From an optimization exercise on the open Yosys and OpenROAD flow, aimed at small area; shortcuts taken in it are not production practice.
Function was checked by simulation only, so behaviour that the tests miss may differ from the original.
Power is estimated from default activity; no workload was simulated.

==> flow/design.v <==
module gcode_parser (
	input         i_Clock,
	input         i_Reset,
	input         i_GValid,
	input  [7:0]  i_GData,
	input         i_TValid,
	input  [7:0]  i_TData,
	output [19:0] o_FBinary,
	output [19:0] o_XBinary,
	output [19:0] o_YBinary,
	output [19:0] o_ZBinary,
	output [19:0] o_EBinary,
	output [7:0]  o_S1Binary,
	output [7:0]  o_S2Binary,
	output [7:0]  o_S3Binary,
	output [7:0]  o_HBinary,
	output [7:0]  o_BBinary,
	output        o_XDirection,
	output        o_YDirection,
	output        o_ZDirection,
	output        o_EDirection,
	output        o_GLineComplete,
	output        o_TLineComplete
	);
	function [19:0] ripple20(input [19:0] a, input [19:0] b, input ci);
		integer i;
		reg c;
		begin
			c = ci;
			for (i = 0; i < 20; i = i + 1) begin
				ripple20[i] = a[i] ^ b[i] ^ c;
				c = a[i] & b[i] | a[i] & c | b[i] & c;
			end
		end
	endfunction
	function [7:0] ripple8(input [7:0] a, input [7:0] b, input ci);
		integer i;
		reg c;
		begin
			c = ci;
			for (i = 0; i < 8; i = i + 1) begin
				ripple8[i] = a[i] ^ b[i] ^ c;
				c = a[i] & b[i] | a[i] & c | b[i] & c;
			end
		end
	endfunction
	localparam G_IDLE = 4'b0000, G_CMD = 4'b0110,
	           G_X = 4'b0001, G_Y = 4'b0010, G_Z = 4'b0011, G_E = 4'b0100, G_F = 4'b0101,
	           G_S1 = 4'b1001, G_S2 = 4'b1101, G_S3 = 4'b1111;
	reg  [3:0]  g_state;
	reg  [6:0]  g_cnt;       
	reg         g_lc;
	reg  [23:0] w_f;                  
	reg  [23:0] w_x, w_y, w_z, w_e;   
	reg  [19:0] r_f, r_x, r_y, r_z, r_e;
	reg  [7:0]  r_s1, r_s2, r_s3;
	reg         r_dx, r_dy, r_dz, r_de;
	wire       g_take = i_GValid & (g_cnt == 7'd0);
	wire       g_cr   = i_GData == 8'd13;
	wire       g_sp   = i_GData == 8'd32;
	wire       g_mi   = i_GData == 8'd45;
	wire [3:0] g_dig  = i_GData[3:0];
	wire g_idle  = g_state == G_IDLE;
	wire g_sline = g_state[3];
	wire g_gline = ~g_idle & ~g_sline;
	wire g_start = g_take & g_idle & ((i_GData == 8'd72) | (i_GData == 8'd66) |
	                                  (i_GData == 8'd83) | (i_GData == 8'd71));
	wire g_chr   = g_take & ~g_cr & (g_sline | ~g_sp & ~g_mi);
	wire [2:0] g_fld = g_state[2:0];
	wire d_x = g_chr & (g_sline | (g_fld == 3'd1));
	wire d_y = g_chr & ~g_sline & (g_fld == 3'd2);
	wire d_z = g_chr & ~g_sline & (g_fld == 3'd3);
	wire d_e = g_chr & ~g_sline & (g_fld == 3'd4);
	wire d_f = g_chr & ~g_sline & (g_fld == 3'd5);
	wire [3:0] g_q    = g_cnt[6:3];
	wire [2:0] g_ph   = g_cnt[2:0];
	wire       g_step = g_ph[2] | g_ph[1];
	wire       g_first = g_ph == 3'd7;
	wire       g_rnd  = (g_q == 4'd11) | (g_q == 4'd10) | (g_q == 4'd9) |
	                    (g_q == 4'd8) | (g_q == 4'd7);
	wire       g_rot  = g_rnd & g_step;           
	wire       g_wide = g_rot & g_gline;
	wire [3:0] g_msd  = w_f[23:20];
	wire       s_cv   = g_sline & (g_cnt == 7'd100);
	wire [2:0] g_da = g_msd[2:0] | {3{g_msd[3]}};
	wire       g_dc = g_msd[3] & g_msd[0];
	wire [19:0] e_acc = ripple20({r_e[16:0], g_da}, {r_e[18:0], g_msd[3]}, g_dc);
	always @(posedge i_Clock or posedge i_Reset) begin
		if (i_Reset) begin
			g_state <= G_IDLE;
			g_cnt   <= 7'd0;
			g_lc    <= 1'b0;
			w_f <= 24'd0;
			r_f <= 20'd0; r_x <= 20'd0; r_y <= 20'd0; r_z <= 20'd0; r_e <= 20'd0;
			r_s1 <= 8'd0; r_s2 <= 8'd0; r_s3 <= 8'd0;
			r_dx <= 1'b0; r_dy <= 1'b0; r_dz <= 1'b0; r_de <= 1'b0;
		end else begin
			g_lc <= g_cnt != 7'd0;
			if (g_cnt != 7'd0)
				g_cnt <= g_cnt - 7'd1;
			else if (g_take & g_cr & ~g_idle)
				g_cnt <= 7'd101;
			if (g_cnt != 7'd0) begin
				if (g_q == 4'd6) g_state <= G_IDLE;
			end else if (g_take) begin
				if (g_idle) begin
					if (i_GData == 8'd72) g_state <= G_S1;
					else if (i_GData == 8'd66) g_state <= G_S2;
					else if (i_GData == 8'd83) g_state <= G_S3;
					else if (i_GData == 8'd71) g_state <= G_CMD;
				end else if (g_state == G_CMD) begin
					if (i_GData == 8'd70) g_state <= G_F;
					else if (i_GData == 8'd88) g_state <= G_X;
					else if (i_GData == 8'd89) g_state <= G_Y;
					else if (i_GData == 8'd90) g_state <= G_Z;
					else if (i_GData == 8'd69) g_state <= G_E;
				end else if (~g_sline & g_sp)
					g_state <= G_CMD;
			end
			if (g_take & g_idle & (i_GData == 8'd71)) begin
				r_dx <= 1'b0; r_dy <= 1'b0; r_dz <= 1'b0; r_de <= 1'b0;
			end
			if (g_take & g_mi & (g_state == G_X)) r_dx <= 1'b1;
			if (g_take & g_mi & (g_state == G_Y)) r_dy <= 1'b1;
			if (g_take & g_mi & (g_state == G_Z)) r_dz <= 1'b1;
			if (g_take & g_mi & (g_state == G_E)) r_de <= 1'b1;
			if (d_f) w_f <= {w_f[19:0], g_dig};
			else if (g_rot) w_f <= {w_f[19:0], w_x[23:20]};
			if (g_wide) begin
				if (g_first) begin
					r_f <= r_x; r_x <= r_y; r_y <= r_z; r_z <= r_e;
					r_e <= {16'd0, g_msd};
				end else
					r_e <= e_acc;
			end
			if (s_cv & (g_state == G_S1)) r_s1 <= cv3;
			if (s_cv & (g_state == G_S2)) r_s2 <= cv3;
			if (s_cv & (g_state == G_S3)) r_s3 <= cv3;
		end
	end
	always @(posedge i_Clock) begin
		if (g_start) begin
			w_x <= 24'd0; w_y <= 24'd0; w_z <= 24'd0; w_e <= 24'd0;
		end else begin
			if (d_x) w_x <= {w_x[19:0], g_dig};
			else if (g_rot) w_x <= {w_x[19:0], w_y[23:20]};
			if (d_y) w_y <= {w_y[19:0], g_dig};
			else if (g_rot) w_y <= {w_y[19:0], w_z[23:20]};
			if (d_z) w_z <= {w_z[19:0], g_dig};
			else if (g_rot) w_z <= {w_z[19:0], w_e[23:20]};
			if (d_e) w_e <= {w_e[19:0], g_dig};
			else if (g_rot) w_e <= {w_e[19:0], w_f[23:20]};
		end
	end
	assign o_FBinary = r_f;
	assign o_XBinary = r_x;
	assign o_YBinary = r_y;
	assign o_ZBinary = r_z;
	assign o_EBinary = r_e;
	assign o_S1Binary = r_s1;
	assign o_S2Binary = r_s2;
	assign o_S3Binary = r_s3;
	assign o_XDirection = r_dx;
	assign o_YDirection = r_dy;
	assign o_ZDirection = r_dz;
	assign o_EDirection = r_de;
	assign o_GLineComplete = g_lc;
	localparam T_IDLE = 2'd0, T_H = 2'd1, T_B = 2'd2;
	reg  [1:0]  t_state;
	reg  [6:0]  t_cnt;
	reg         t_lc;
	reg  [11:0] w_t;         
	reg  [7:0]  r_h, r_b;
	wire       t_take = i_TValid & (t_cnt == 7'd0);
	wire       t_cr   = i_TData == 8'd13;
	wire       t_idle = t_state == T_IDLE;
	wire       t_start = t_take & t_idle & ((i_TData == 8'd72) | (i_TData == 8'd66));
	wire       t_cv   = ~t_idle & ((t_cnt == 7'd100) & ~s_cv |
	                               (t_cnt == 7'd99) & g_sline & (g_cnt == 7'd99));
	wire [11:0] cv_in = s_cv ? w_x[11:0] : w_t;
	wire [3:0]  cv_a = cv_in[11:8], cv_b = cv_in[7:4], cv_c = cv_in[3:0];
	reg  [7:0]  cv_p;
	always @* begin
		if (cv_a[3])
			cv_p = cv_a[0] ? 8'd132 : 8'd32;
		else case (cv_a[2:0])
			3'd0: cv_p = 8'd0;   3'd1: cv_p = 8'd100; 3'd2: cv_p = 8'd200; 3'd3: cv_p = 8'd44;
			3'd4: cv_p = 8'd144; 3'd5: cv_p = 8'd244; 3'd6: cv_p = 8'd88;  default: cv_p = 8'd188;
		endcase
	end
	wire [7:0] cv_q = ripple8({1'b0, cv_b, cv_c[2:0] | {3{cv_c[3]}}}, {3'd0, cv_b, cv_c[3]},
	                          cv_c[3] & cv_c[0]);
	wire [7:0] cv3  = ripple8(cv_p, cv_q, 1'b0);
	always @(posedge i_Clock or posedge i_Reset) begin
		if (i_Reset) begin
			t_state <= T_IDLE;
			t_cnt   <= 7'd0;
			t_lc    <= 1'b0;
			r_h     <= 8'd0;
			r_b     <= 8'd0;
		end else begin
			t_lc <= t_cnt != 7'd0;
			if (t_cnt != 7'd0)
				t_cnt <= t_cnt - 7'd1;
			else if (t_take & t_cr & ~t_idle)
				t_cnt <= 7'd101;
			if (t_cnt != 7'd0) begin
				if (t_cnt == 7'd1) t_state <= T_IDLE;
			end else if (t_take & t_idle) begin
				if (i_TData == 8'd72) t_state <= T_H;
				else if (i_TData == 8'd66) t_state <= T_B;
			end
			if (t_cv & (t_state == T_H)) r_h <= cv3;
			if (t_cv & (t_state == T_B)) r_b <= cv3;
		end
	end
	always @(posedge i_Clock) begin
		if (t_start) w_t <= 12'd0;
		else if (t_take & ~t_idle & ~t_cr) w_t <= {w_t[7:0], i_TData[3:0]};
	end
	assign o_HBinary = r_h;
	assign o_BBinary = r_b;
	assign o_TLineComplete = t_lc;
endmodule
Settings: LEC_CHECK=0, CAP_MARGIN=20, CORE_MARGIN=2, CORE_UTILIZATION=55, SLEW_MARGIN=20; clock period 10.0 ns.
standard.sh (not shown) runs the stock make flow with config.mk's settings and CLKGATE_MAP_FILE= SYNTH_SCRIPT=/design/flow/synth_recipe.tcl, a recipe that flattens the netlist after the stock synthesis.
==> flow/flow/run.sh <==
#!/bin/bash
# The standard layout (standard.sh: the ORFS flow and synthesis script),
# with three options changed:
#  - ABC maps the logic for area (strash; dch -f; amap) instead of ORFS's
#    delay-oriented script; flip-flops are mapped before ABC, as before;
#  - port buffers are sky130_fd_sc_hd__buf_1 instead of the buffer_ports
#    default (a clkdlybuf4s50_1 delay cell);
#  - clock tree: clkbuf_8 cluster buffers and no dummy loads.
# make's full output goes to flow.log here; ORFS keeps each step's log under
# orfs/logs/.
set -euo pipefail
rm -rf scripts_area
cp -r "$FLOW_HOME/scripts" scripts_area
printf 'strash\ndch -f\namap\ntopo\n' > scripts_area/abc_speed.script
bash standard.sh \
  "SCRIPTS_DIR=$PWD/scripts_area" \
  "BUFFER_PORTS_ARGS=-buffer_cell sky130_fd_sc_hd__buf_1" \
  "CTS_ARGS=-sink_clustering_enable -repair_clock_nets -buf_list sky130_fd_sc_hd__clkbuf_16 -sink_clustering_size 30 -sink_clustering_max_diameter 100 -dont_use_dummy_load" \
  finish > flow.log 2>&1
The starting point finished with timing, DRC and antenna clean.
==> next run, changes <==
--- a/flow/design.v
+++ b/flow/design.v
@@ -78,13 +78,13 @@
 	wire       g_first = g_ph == 3'd7;
 	wire       g_rnd  = (g_q == 4'd11) | (g_q == 4'd10) | (g_q == 4'd9) |
 	                    (g_q == 4'd8) | (g_q == 4'd7);
 	wire       g_rot  = g_rnd & g_step;           
 	wire       g_wide = g_rot & g_gline;
 	wire [3:0] g_msd  = w_f[23:20];
-	wire       s_cv   = g_sline & (g_cnt == 7'd100);
+	wire       s_cv   = g_sline & ((g_cnt == 7'd100) & ~t_cv | (g_cnt == 7'd99) & t_cv1);
 	wire [2:0] g_da = g_msd[2:0] | {3{g_msd[3]}};
 	wire       g_dc = g_msd[3] & g_msd[0];
 	wire [19:0] e_acc = ripple20({r_e[16:0], g_da}, {r_e[18:0], g_msd[3]}, g_dc);
 	always @(posedge i_Clock or posedge i_Reset) begin
 		if (i_Reset) begin
 			g_state <= G_IDLE;
@@ -164,22 +164,25 @@
 	assign o_YDirection = r_dy;
 	assign o_ZDirection = r_dz;
 	assign o_EDirection = r_de;
 	assign o_GLineComplete = g_lc;
 	localparam T_IDLE = 2'd0, T_H = 2'd1, T_B = 2'd2;
 	reg  [1:0]  t_state;
-	reg  [6:0]  t_cnt;
+	reg         t_win;
 	reg         t_lc;
 	reg  [11:0] w_t;         
 	reg  [7:0]  r_h, r_b;
-	wire       t_take = i_TValid & (t_cnt == 7'd0);
+	wire       t_last = t_lc & (w_t[6:0] == 7'd100);
+	wire       t_take = i_TValid & (~t_win | t_last);
 	wire       t_cr   = i_TData == 8'd13;
-	wire       t_idle = t_state == T_IDLE;
-	wire       t_start = t_take & t_idle & ((i_TData == 8'd72) | (i_TData == 8'd66));
-	wire       t_cv   = ~t_idle & ((t_cnt == 7'd100) & ~s_cv |
-	                               (t_cnt == 7'd99) & g_sline & (g_cnt == 7'd99));
+	wire       t_idle = t_last | (t_state == T_IDLE);
+	wire       t_h    = i_TData == 8'd72;
+	wire       t_b    = i_TData == 8'd66;
+	wire       t_start = t_take & t_idle & (t_h | t_b);
+	wire       t_cv   = t_win & ~t_lc;
+	wire       t_cv1  = t_lc & (w_t[6:0] == 7'd0);    
 	wire [11:0] cv_in = s_cv ? w_x[11:0] : w_t;
 	wire [3:0]  cv_a = cv_in[11:8], cv_b = cv_in[7:4], cv_c = cv_in[3:0];
 	reg  [7:0]  cv_p;
 	always @* begin
 		if (cv_a[3])
 			cv_p = cv_a[0] ? 8'd132 : 8'd32;
@@ -191,34 +194,34 @@
 	wire [7:0] cv_q = ripple8({1'b0, cv_b, cv_c[2:0] | {3{cv_c[3]}}}, {3'd0, cv_b, cv_c[3]},
 	                          cv_c[3] & cv_c[0]);
 	wire [7:0] cv3  = ripple8(cv_p, cv_q, 1'b0);
 	always @(posedge i_Clock or posedge i_Reset) begin
 		if (i_Reset) begin
 			t_state <= T_IDLE;
-			t_cnt   <= 7'd0;
+			t_win   <= 1'b0;
 			t_lc    <= 1'b0;
 			r_h     <= 8'd0;
 			r_b     <= 8'd0;
 		end else begin
-			t_lc <= t_cnt != 7'd0;
-			if (t_cnt != 7'd0)
-				t_cnt <= t_cnt - 7'd1;
+			if (t_last) begin
+				t_win <= 1'b0;
+				t_lc  <= 1'b0;
+			end else if (t_win)
+				t_lc <= 1'b1;
 			else if (t_take & t_cr & ~t_idle)
-				t_cnt <= 7'd101;
-			if (t_cnt != 7'd0) begin
-				if (t_cnt == 7'd1) t_state <= T_IDLE;
-			end else if (t_take & t_idle) begin
-				if (i_TData == 8'd72) t_state <= T_H;
-				else if (i_TData == 8'd66) t_state <= T_B;
-			end
+				t_win <= 1'b1;
+			if (t_last | t_take & t_idle)
+				t_state <= t_start & t_h ? T_H : t_start ? T_B : T_IDLE;
 			if (t_cv & (t_state == T_H)) r_h <= cv3;
 			if (t_cv & (t_state == T_B)) r_b <= cv3;
 		end
 	end
 	always @(posedge i_Clock) begin
 		if (t_start) w_t <= 12'd0;
 		else if (t_take & ~t_idle & ~t_cr) w_t <= {w_t[7:0], i_TData[3:0]};
+		else if (t_cv) w_t[6:0] <= 7'd0;
+		else if (t_win) w_t[6:0] <= w_t[6:0] + 7'd1;
 	end
 	assign o_HBinary = r_h;
 	assign o_BBinary = r_b;
 	assign o_TLineComplete = t_lc;
 endmodule
What happened:
- The changed run passed the timing, design-rule and antenna checks
- clock-buffer cell count does not change
- non-clock buffer count is lower by 3
- final area drops slightly
- utilization came out higher by 0.72 points
- clock power goes down slightly
- via count came out lower slightly
- clock skew rises by 0.0065 ns
- critical path depth does not change

what the ideal ports hide:
The results above use ideal ports. As a check the final layouts listed here were re-extracted and re-timed, cells and wires unchanged.
Step 1 sets driving cells, clkbuf_16 on the clock port and buf_2 on the other inputs (assumed; they add their load-dependent delay and slew).
Step 2 adds t to the input delays and takes it off the output delays; t is the mean of the earliest and latest rising clock arrival at the registers after step 1. Input paths then give back, and output paths get back, about the clock's delay inside the block.
Three values: ideal, step 1, step 2; two values: the first two.
| run | t, ns | setup WS [ns] | clock arrival spread, ns |
|---|---|---|---|
| the first run | 0.528 | 1.918 / 1.918 / 1.918 | 0.021 / 0.022 |
| the second run | 0.518 | 1.961 / 1.961 / 1.961 | 0.024 / 0.024 |
After both steps every run listed still meets setup and hold.
